Context: an optimization exercise on an open-source flow, tuned for small area. The choices shown serve that exercise and are no tape-out recipe. In this exercise RTL edits were held to simulation tests only and were not proved equivalent to the original.

## axi_lite_pwm_motor
module axi_lite_pwm_motor #(
    parameter int unsigned AXI_ADDR_W          = 12,
    parameter int unsigned AXI_DATA_W          = 32,
    parameter int unsigned CNT_W               = 32,
    parameter int unsigned CHANNELS            = 4,
    parameter bit          APPLY_ON_PERIOD_END = 1'b1)
    (
    input   logic                           clk,
    input   logic                           rst_n,
    input   logic   [AXI_ADDR_W-1:0]        s_axil_awaddr,
    input   logic                           s_axil_awvalid,
    output  logic                           s_axil_awready,
    input   logic   [AXI_DATA_W-1:0]        s_axil_wdata,
    input   logic   [(AXI_DATA_W/8)-1:0]    s_axil_wstrb,
    input   logic                           s_axil_wvalid,
    output  logic                           s_axil_wready,
    output  logic   [1:0]                   s_axil_bresp,
    output  logic                           s_axil_bvalid,
    input   logic                           s_axil_bready,
    input   logic   [AXI_ADDR_W-1:0]        s_axil_araddr,
    input   logic                           s_axil_arvalid,
    output  logic                           s_axil_arready,
    output  logic   [AXI_DATA_W-1:0]        s_axil_rdata,
    output  logic   [1:0]                   s_axil_rresp,
    output  logic                           s_axil_rvalid,
    input   logic                           s_axil_rready,
    output  logic   [CNT_W-1:0]             cnt,
    output  logic                           period_end,
    output  logic   [CHANNELS-1:0]          pwm_o,
  ...
Settings: LEC_CHECK=0, ABC_AREA=1, CAP_MARGIN=0, CORE_MARGIN=2, CORE_UTILIZATION=55, PLACE_DENSITY=0.85, SLEW_MARGIN=0; clock period 12.0 ns.
standard.sh (not shown) runs the stock make flow with config.mk's settings and CLKGATE_MAP_FILE= SYNTH_SCRIPT=/design/flow/synth_recipe.tcl, a recipe that flattens the netlist after the stock synthesis.
==> flow/flow/run.sh <==
#!/bin/bash
# Layout flow: the standard ORFS flow (standard.sh) with these changes to
# how the layout is made (the design, constraints and registers are unchanged):
#  - synthesis maps the logic with an area-oriented ABC script (flow/abc_area.script)
#    in place of ORFS's; everything else in synthesis is the standard script
#  - port buffers use the smallest buffer (sky130_fd_sc_hd__buf_1)
#  - CTS builds fewer, larger sink clusters and inserts no dummy loads
# The make output goes to flow_make.log here; ORFS keeps each step's log in orfs/logs.
set -euo pipefail
WORK=$PWD
rm -rf "$WORK/scripts_local"
cp -r "$FLOW_HOME/scripts" "$WORK/scripts_local"
cp "$WORK/flow/abc_area.script" "$WORK/scripts_local/abc_area.script"
bash standard.sh \
  SCRIPTS_DIR="$WORK/scripts_local" \
  ABC_AREA=1 \
  BUFFER_PORTS_ARGS="-buffer_cell sky130_fd_sc_hd__buf_1" \
  CTS_ARGS="-sink_clustering_enable -repair_clock_nets -dont_use_dummy_load -buf_list sky130_fd_sc_hd__clkbuf_16 -sink_clustering_size 30 -sink_clustering_max_diameter 100" \
  finish > "$WORK/flow_make.log" 2>&1
==> flow/flow/abc_area.script <==
strash
&get -n
&fraig -x
&put
scorr
dc2
strash
&get -n
&dc2
&dch -f
&nf -R 1000 -C 32 -F 8
&put
topo
dnsize -c
The baseline finished with timing, DRC and antenna clean.
Edit:
--- a/flow/flow/run.sh
+++ b/flow/flow/run.sh
@@ -16,4 +16,4 @@
   ABC_AREA=1 \
   BUFFER_PORTS_ARGS="-buffer_cell sky130_fd_sc_hd__buf_1" \
-  CTS_ARGS="-sink_clustering_enable -repair_clock_nets -dont_use_dummy_load -buf_list sky130_fd_sc_hd__clkbuf_16 -sink_clustering_size 30 -sink_clustering_max_diameter 100" \
+  CTS_ARGS="-sink_clustering_enable -repair_clock_nets -dont_use_dummy_load -buf_list sky130_fd_sc_hd__clkbuf_16 -sink_clustering_size 30 -sink_clustering_max_diameter 100 -root_buf sky130_fd_sc_hd__clkbuf_8" \
   finish > "$WORK/flow_make.log" 2>&1
==> flow/flow/abc_area.script (replaced) <==
strash
&get -n
&fraig -x
&put
scorr
dc2
strash
&get -n
&dc2
&if -K 4
&mfs
&st
&dc2
&dch -f
&nf -R 1000 -C 32 -F 8
&put
topo
dnsize -c
Global-route usage is higher by 0.19 points.
Non-clock buffer count is higher by 4.
Via count is lower slightly.

## static timing again, ports no longer ideal
The flow's constraints put no driver on any port. The routed layouts listed below were extracted and timed again, unchanged, in two steps. Step 1, drivers: a clkbuf_16 drives clk and a buf_2 each remaining input, both assumed. Step 2 times the ports against the registers' clock, not the clock port: input delays grow and output delays shrink by t, the midpoint of the rising clock arrivals with the driver on. Three values: no drivers, after step 1, after step 2; two values: the first two.
run | t, ns | setup WS [ns] | clock arrival spread, ns
the first run | 0.580 | 2.942 / 2.892 / 3.471 | 0.046 / 0.045
the second run | 0.635 | 2.760 / 2.715 / 3.350 | 0.048 / 0.048
After both steps setup and hold are still met in every run listed.
